Context: an optimization exercise on an open-source flow, tuned for small area. The choices shown serve that exercise and are no tape-out recipe.
Function was checked by simulation only, so behaviour that the tests miss may differ from the original.
No activity file was given, so power comes from the tool's default toggle rates.

<file path="config.mk">
export PLATFORM = sky130hd
export DESIGN_NAME = top
export DESIGN_NICKNAME = top
export VERILOG_FILES = /design/flow/design.v
export SDC_FILE = /design/flow/constraint.sdc
export NUM_CORES = 4
export LEC_CHECK = 0
export ABC_AREA = 1
export CAP_MARGIN = 20
export CORE_MARGIN = 2
export CORE_UTILIZATION = 40
export SLEW_MARGIN = 20
</file>
<file path="constraint.sdc">
create_clock -name core_clock -period 10.0 [get_ports {CLK100MHZ}]
set_input_delay 2.0000 -clock core_clock [delete_from_list [all_inputs] [get_ports {CLK100MHZ}]]
set_output_delay 2.0000 -clock core_clock [all_outputs]
set_load 0.01 [all_outputs]
</file>
<file path="design.v">
`timescale 1ns / 1ps
`timescale 1ns / 1ps
`timescale 1ns / 1ps
`timescale 1ns / 1ps
module top (
    input  wire CLK100MHZ,
    input  wire CPU_RESETN,
    input  wire ACL_MISO,
    output wire ACL_MOSI,
    output wire ACL_SCLK,
    output wire ACL_CSN,
    output wire [14:0] LED,
    output wire [6:0] SEG,
    output wire DP,
    output wire [7:0] AN
);
    wire rst = ~CPU_RESETN;
    reg [4:0]  c;
    reg [1:0]  q;
    reg [2:0]  l;
    reg [7:0]  h;
    reg [2:0]  sel;
    reg [10:0] v;
    reg [2:0]  lap;
    wire tick  = c[4] & c[3];                         
    wire fall  = c[3] & c[2] & ~c[1] & ~c[0];         
    wire q3    = tick & q[1] & q[0];
    wire l4    = q3 & l[2];                           
    wire hwrap = h[7] & h[6] & h[2] & h[1] & h[0];    
    wire vwrap = v[10] & v[9] & v[8] & v[7] & v[6] & v[4] & v[3] & v[2];  
    wire rd    = lap[2] & lap[0];                     
    wire wr    = ~lap[2] & ~lap[1] & lap[0];          
    always @(posedge CLK100MHZ) begin
        if (rst) begin
            c   <= 5'd0;
            q   <= 2'd0;
            l   <= 3'd0;
            h   <= 8'd0;
            sel <= 3'd0;
            v   <= 11'd861;
            lap <= 3'd0;
        end else begin
            c <= tick ? 5'd0 : c + 5'd1;
            if (tick) q <= q + 2'd1;
            if (q3) l <= l[2] ? 3'd0 : l + 3'd1;
            if (l4) begin
                h <= hwrap ? 8'd0 : h + 8'd1;
                if (hwrap) sel <= sel + 3'd1;
                v <= vwrap ? 11'd0 : v + 11'd1;
                if (vwrap && !rd) lap <= lap + 3'd1;
            end
        end
    end
    wire rwin = rd & (v[10:4] == 7'd0);
    wire wwin = wr & (v[10:3] == 8'd6);
    wire r_cs    = (v[1] & ~v[2]) | (v[2] & ~v[3]) | (~l[2] & ~v[1] & v[3]) | (~v[2] & v[3]) | (l[0] & v[0] & ~v[1]) | (~v[0] & ~v[1] & v[2]) | (l[2] & v[0] & ~v[2]) | (l[1] & v[0] & ~v[3]) | (~q[1] & ~v[1] & v[2]) | (q[0] & q[1] & v[0] & ~v[3]);
    wire r_mosi  = (~q[1] & ~l[0] & ~l[1] & ~l[2] & ~v[0] & ~v[1] & v[2] & ~v[3]) | (~q[0] & ~l[0] & ~l[1] & ~l[2] & ~v[0] & ~v[1] & v[2] & ~v[3]) | (q[0] & q[1] & l[2] & v[0] & ~v[2] & ~v[3]) | (~q[1] & ~l[0] & ~l[2] & ~v[0] & v[1] & ~v[2] & ~v[3]) | (~q[0] & ~l[0] & ~l[2] & ~v[0] & v[1] & ~v[2] & ~v[3]) | (q[0] & q[1] & l[0] & ~l[1] & ~v[0] & v[1] & ~v[2] & ~v[3]) | (l[2] & v[0] & v[1] & ~v[2] & ~v[3]) | (~q[0] & l[0] & l[1] & v[1] & ~v[2] & ~v[3]) | (l[0] & l[1] & v[0] & v[1] & ~v[2] & ~v[3]) | (q[0] & q[1] & ~l[0] & l[1] & v[1] & ~v[2] & ~v[3]) | (~q[1] & l[1] & ~v[0] & v[1] & ~v[2] & ~v[3]);
    wire r_samp  = (q[0] & ~q[1] & ~l[2] & v[0] & v[1] & v[2] & ~v[3]) | (q[0] & ~q[1] & ~v[0] & v[1] & ~v[2] & v[3]) | (q[0] & ~q[1] & l[0] & v[0] & ~v[1] & v[2] & v[3]) | (q[0] & ~q[1] & l[2] & v[0] & ~v[1] & v[2] & v[3]) | (q[0] & ~q[1] & ~l[0] & l[1] & ~v[0] & ~v[1] & v[2] & ~v[3]) | (q[0] & ~q[1] & l[1] & v[0] & ~v[1] & v[2] & v[3]) | (q[0] & ~q[1] & l[2] & ~v[0] & v[1] & v[2] & ~v[3]);
    wire r_latch = (q[0] & q[1] & l[2] & v[0] & ~v[1] & v[2] & v[3]);
    wire w_cs    = (v[0] & ~v[2]) | (v[1] & ~v[2]) | (l[0] & ~v[0] & ~v[1]) | (l[1] & ~v[0] & ~v[1]) | (l[2] & ~v[2]) | (q[1] & ~l[2] & ~v[0] & ~v[1]) | (~q[1] & ~v[0] & ~v[1] & v[2]);
    wire w_mosi  = (q[0] & q[1] & ~l[0] & l[1] & ~v[0] & ~v[1] & v[2]) | (~q[1] & l[0] & l[1] & ~v[0] & ~v[1] & v[2]) | (~q[0] & l[0] & l[1] & ~v[0] & ~v[1] & v[2]) | (q[0] & q[1] & l[2] & ~v[0] & ~v[1] & ~v[2]) | (~q[1] & ~l[0] & ~l[2] & v[0] & ~v[1] & ~v[2]) | (~q[0] & ~l[0] & ~l[2] & v[0] & ~v[1] & ~v[2]) | (~q[0] & l[0] & ~l[1] & v[1] & ~v[2]) | (q[0] & q[1] & ~l[0] & ~l[1] & ~l[2] & v[1] & ~v[2]) | (~q[1] & l[0] & ~l[1] & v[1] & ~v[2]) | (q[0] & q[1] & l[0] & ~l[1] & v[0] & ~v[1] & ~v[2]) | (~q[1] & l[2] & ~v[0] & v[1] & ~v[2]) | (~q[0] & l[2] & ~v[0] & v[1] & ~v[2]) | (l[0] & l[1] & ~v[0] & v[1] & ~v[2]) | (q[0] & q[1] & l[1] & ~v[0] & v[1] & ~v[2]);
    wire csl = (rwin & r_cs) | (wwin & w_cs);
    assign ACL_CSN  = ~csl;
    assign ACL_SCLK = csl & ~q[1];
    assign ACL_MOSI = (rwin & r_mosi) | (wwin & w_mosi);
    reg [14:0] sr;
    always @(posedge CLK100MHZ)
        if (tick & rwin & r_samp) sr <= {sr[13:0], ACL_MISO};
    reg [14:0] led;
    always @(posedge CLK100MHZ)
        if (rst)
            led <= 15'd0;
        else if (fall & rwin & r_latch)
            led <= {sr[13:10], sr[14], sr[8:5], sr[9], sr[3:0], sr[4]};
    assign LED = led;
    wire [3:0] nib = (sel[2:1] == 2'b00) ? led[3:0] :
                     (sel[2:1] == 2'b11) ? led[13:10] : led[8:5];
    wire sgn = (sel[2:1] == 2'b00) ? led[4] :
               (sel[2:1] == 2'b11) ? led[14] : led[9];
    wire tens  = (sel == 3'd1) | (sel == 3'd4) | (sel == 3'd7);
    wire blank = (sel == 3'd2) | (sel == 3'd5);
    wire ones  = (sel == 3'd0) | (sel == 3'd3) | (sel == 3'd6);
    wire [6:0] seg;
    assign seg[0] = (~nib[1] & ~nib[2] & ~nib[3]) | (nib[0] & nib[1] & nib[2] & ~nib[3]) | (nib[1] & ~nib[2] & nib[3]) | (tens);
    assign seg[1] = (nib[0] & ~nib[2] & ~nib[3] & ~tens) | (nib[1] & ~nib[2] & ~nib[3] & ~tens) | (nib[0] & nib[1] & ~nib[3] & ~tens) | (~nib[1] & nib[2] & nib[3]) | (nib[1] & nib[3] & tens) | (nib[0] & nib[1] & ~nib[2] & nib[3]);
    assign seg[2] = (nib[0] & ~tens) | (~nib[1] & nib[2] & ~nib[3] & ~tens) | (nib[1] & nib[2] & nib[3]) | (nib[1] & nib[3] & tens) | (nib[2] & nib[3] & tens);
    assign seg[3] = (nib[0] & ~nib[1] & ~nib[2] & ~nib[3] & ~tens) | (~nib[0] & ~nib[1] & nib[2] & ~nib[3] & ~tens) | (nib[0] & nib[1] & nib[2] & ~nib[3] & ~tens) | (nib[0] & nib[1] & ~nib[2] & nib[3]) | (~nib[0] & nib[1] & nib[2] & nib[3]) | (nib[1] & nib[3] & tens) | (nib[2] & nib[3] & tens);
    assign seg[4] = (~nib[0] & nib[1] & ~nib[2] & ~nib[3] & ~tens) | (~nib[0] & ~nib[1] & nib[2] & nib[3] & ~tens);
    assign seg[5] = (nib[0] & ~nib[1] & nib[2] & ~nib[3] & ~tens) | (~nib[0] & nib[1] & nib[2] & ~nib[3] & ~tens) | (nib[0] & nib[1] & nib[2] & nib[3] & ~tens);
    assign seg[6] = (nib[0] & ~nib[1] & ~nib[2] & ~nib[3] & ~tens) | (~nib[0] & ~nib[1] & nib[2] & ~nib[3] & ~tens) | (nib[0] & nib[1] & ~nib[2] & nib[3]) | (~nib[0] & nib[1] & nib[2] & nib[3]) | (nib[1] & nib[3] & tens) | (nib[2] & nib[3] & tens);
    assign SEG = blank ? 7'b111_1111 : seg;
    assign DP  = ~(ones & sgn);
    assign AN  = ~(8'd1 << sel);
endmodule
</file>
<file path="run.sh">
#!/bin/bash
# synth_recipe.tcl (not shown) runs the flow's synth.tcl, then flattens the netlist and writes it again
# the make line also repeats each setting of config.mk as NAME=value (left out here)
make -C /OpenROAD-flow-scripts/flow DESIGN_CONFIG=/design/flow/config.mk WORK_HOME=/design/flow/orfs CLKGATE_MAP_FILE= SYNTH_SCRIPT=/design/flow/synth_recipe.tcl finish
</file>
==> summary.txt <==
Seq/Total Area, Yosys - 0.405
area delta synth->final - 17.1%
syn_area_per_cell - 7.41 um^2
worst-path fanout max - 8
cts hold-fix bufs - 0
hpwl dp - 6.19 mm
Levels on crit path - 10
global-route wire length before repair - 14.4 mm
Worst R2R Setup Slack - 8.00 ns
Yosys top cell area share - 0.279
layout cells sized above 1 - 0.0880
Max Buffers Root-to-Sink - 2
CTS tree - done
Port Buffer Count - 36
DR vias - 3,267
antenna viol nets, final - 0
Worst path slowest cell - clkdlybuf4s50_1
DRT iter0 DRCs - 166
FF+latch count, synth - 65
crit end category - primary output
Clock Root Buffer - clkbuf_8
syn_nets - 501
top cells by count, synth - nand2_1, nor2_1, inv_1
Initial Util - 0.411
Reg2Reg Depth - 7
Warnings, synthesis - 1
gr usage total - 0.179
Peak VDD IR - 0.0000717 V
FP Rows - 34
DR pass1 iterations - 5
Post-CTS Setup Inserts - 0
WL met2 - 3.71 mm
worst path required time - 8.00 ns
Hold WC Path Type - flip-flop to flip-flop
CP most frequent cell - nand3_1
Via density - 5.18
final count of negative-setup-slack endpoints - 0
worst path arrival time - 2.62 ns
number of buffers created by CTS - 9
met3 wire len - 484 um
detailed-route wire length - 8.32 mm
CTS Sinks - 65
nets - 535
max_cap viols - 0
# diodes - 0
initial antenna violation count - 0
post-synth top area cell - dfxtp_1
H-tree depth - 3
RSZ-0062 raised after global routing - false
Non-Filler Instances - 631
RR Endpoint - led[5]
Post-synth EDFFs - 15
die extent in x - 98.7 um
worst path buffer plus inverter count - 2
I/O Pins - 37
Fin. Hold Viols - 0
worst slew pin tran - 0.512 ns
total power - 0.000506 W
Main synth FF type - dfxtp_1
Die ar. - 9740 um^2
Area contributors post-synth - dfxtp_1, edfxtp_1, nand2_1, nor2_1, inv_1
hold path cells - 0
synth unique cells - 48
Crit Path Category - flip-flop to primary output
Max Freq - 216 MHz
Async S/R FF share, synth - 0
pin count of the biggest net entering global routing - 37
CP Cell Sequence - inv_2, ha_1, nand2_1, nand3_1, a21oi_1, nand3_1, nand2_1, nor2_1, nand3_1, clkdlybuf4s50_1
total grt overflow - 0
setup total negative slack - 0 ns
top layer in use - met4
Slew HR - 0.658
Core ar. - 8720 um^2
gate count after technology mapping - 484
clk slew on worst S/H paths - 0.08 ns
status - no timing/DRC/antenna violations
average routed wire per standard cell - 13.2 um
R2R Path Start - q[1]
hold_sp - sr[6]
routability cong. - 0.939
worst skew pair latency - 0.34 ns
Period Utilization, post-route - 0.462
CP Launch Type - flip-flop
Post-Syn Area - 3590 um^2
skew final - 0.0150 ns
count leader, synth - nand2_1
count of cells resized by post-cts repair - 0
fin. max-slew vios - 0
Worst path top cell family by delay - simple AND/OR/NAND/NOR gates
Pwr Density - 120 nW/um^2
Leak - 1.80 nW
vias in the first global route - 3,073
Worst path max stage delay - 0.54 ns
Placed Cells - 615
dpl ws - 5.75 ns
worst hold endpoint - sr[7]
min Tclk post-route - 4.62 ns
Metal-1 WL - 4.05 mm
DRC violations left - 0
height of the die - 98.7 um
Final Worst Setup Slack - 5.38 ns
## cell type report
type,count,area [um^2]
clock buffer,9,124
clock inverter,7,77.6
fill,866,4520
inverter,61,231
multi-input combinational,343,1810
sequential,65,1450
tap,108,135
timing repair buffer,38,375
## state kept, by name, indices dropped and copies added (netlist names)
name and count:
c 5, sel 3, lap 3, q 2, led 15, l 3, sr 15, v 11
h 8
## metrics by stage
| step | area, um^2 | util | hold WS, ns |
|---|---|---|---|
| after detailed placement | 4000 | 0.459 | 0.430 |
| after CTS | 4200 | 0.482 | 0.451 |
| after floorplan | 3590 | - | 0.421 |
| final | 4200 | 0.482 | 0.446 |
| after global routing | 4200 | 0.482 | 0.466 |
| after global placement | 4000 | 0.459 | 0.425 |
## logic make-up (layout without fill, tap and decap cells)
group,after synthesis,count (layout),synth area share
AO/OA/AOI/OAI,75,75,0.122
XOR/XNOR,6,6,0.0146
adder cells (fa/ha/maj),14,14,0.0488
buffers and inverters,76,115,0.0917
flip-flops,65,65,0.405
AND/OR/NAND/NOR,248,248,0.318
## power by group
part,switching (W),total (W),internal [W]
registers,0.000000939,0.000269,0.000268
clock network,0.000111,0.000228,0.000117
logic,0.00000576,0.00000875,0.00000299
total,0.000117,0.000506,0.000388
## layout by cell type (no fill, tap or decap), drive strengths merged, types with 2 or more instances in the layout
cell type      count
nand2             96
nor2              89
inv               61
dfxtp             50
nand3             39
clkdlybuf4s50     36
o21ai             33
a21oi             20
edfxtp            15
ha                14
nand4             10
clkbuf             9
nor3               8
o211ai             5
clkinv             5
xor2               4
nor3b              3
a31oi              2
o22ai              2
a211oi             2
xnor2              2
buf                2
nor4               2
## metal layers
metal / track usage / vias up
li1: - / 1666
met1: 0.244 / 1501
met2: 0.283 / 95
met3: 0.0418 / 5
met4: 0.0548 / 0
met5: 0 / -
## worst max-delay path by stage
stage / from / to / slack, ns
3_5_place_dp: sel[1] / SEG[3] / 5.75
2_1_floorplan: sel[1] / SEG[4] / 6.38
5_1_grt: sel[1] / SEG[3] / 5.14
6_report: sel[1] / SEG[3] / 5.38
4_1_cts: sel[1] / SEG[3] / 5.36
3_3_place_gp: sel[1] / SEG[3] / 5.84

-- what the ideal ports hide --
How much do the figures lean on ideal ports? The routed layout below was timed once more, with nothing changed but the port constraints. Step 1 assumes that a clkbuf_16 drives the clock port and a buf_2 every other input. Step 2 adds t to the input delays and takes it off the output delays; t is the mean of the earliest and latest rising clock arrival at the registers after step 1. Input paths then give back, and output paths get back, about the clock's delay inside the block. Three values: no drivers, after step 1, after step 2; two values: the first two.
shift t [ns]: 0.361
setup WS [ns]: 5.380 / 5.348 / 5.710
slew at the worst register clock pin (ns): 0.08 / 0.08
pins driven straight from the clock port: 1
After both steps setup and hold are still met in this run. The setup slack of this run moves by -0.032 ns with the drivers and by +0.330 ns with both steps.
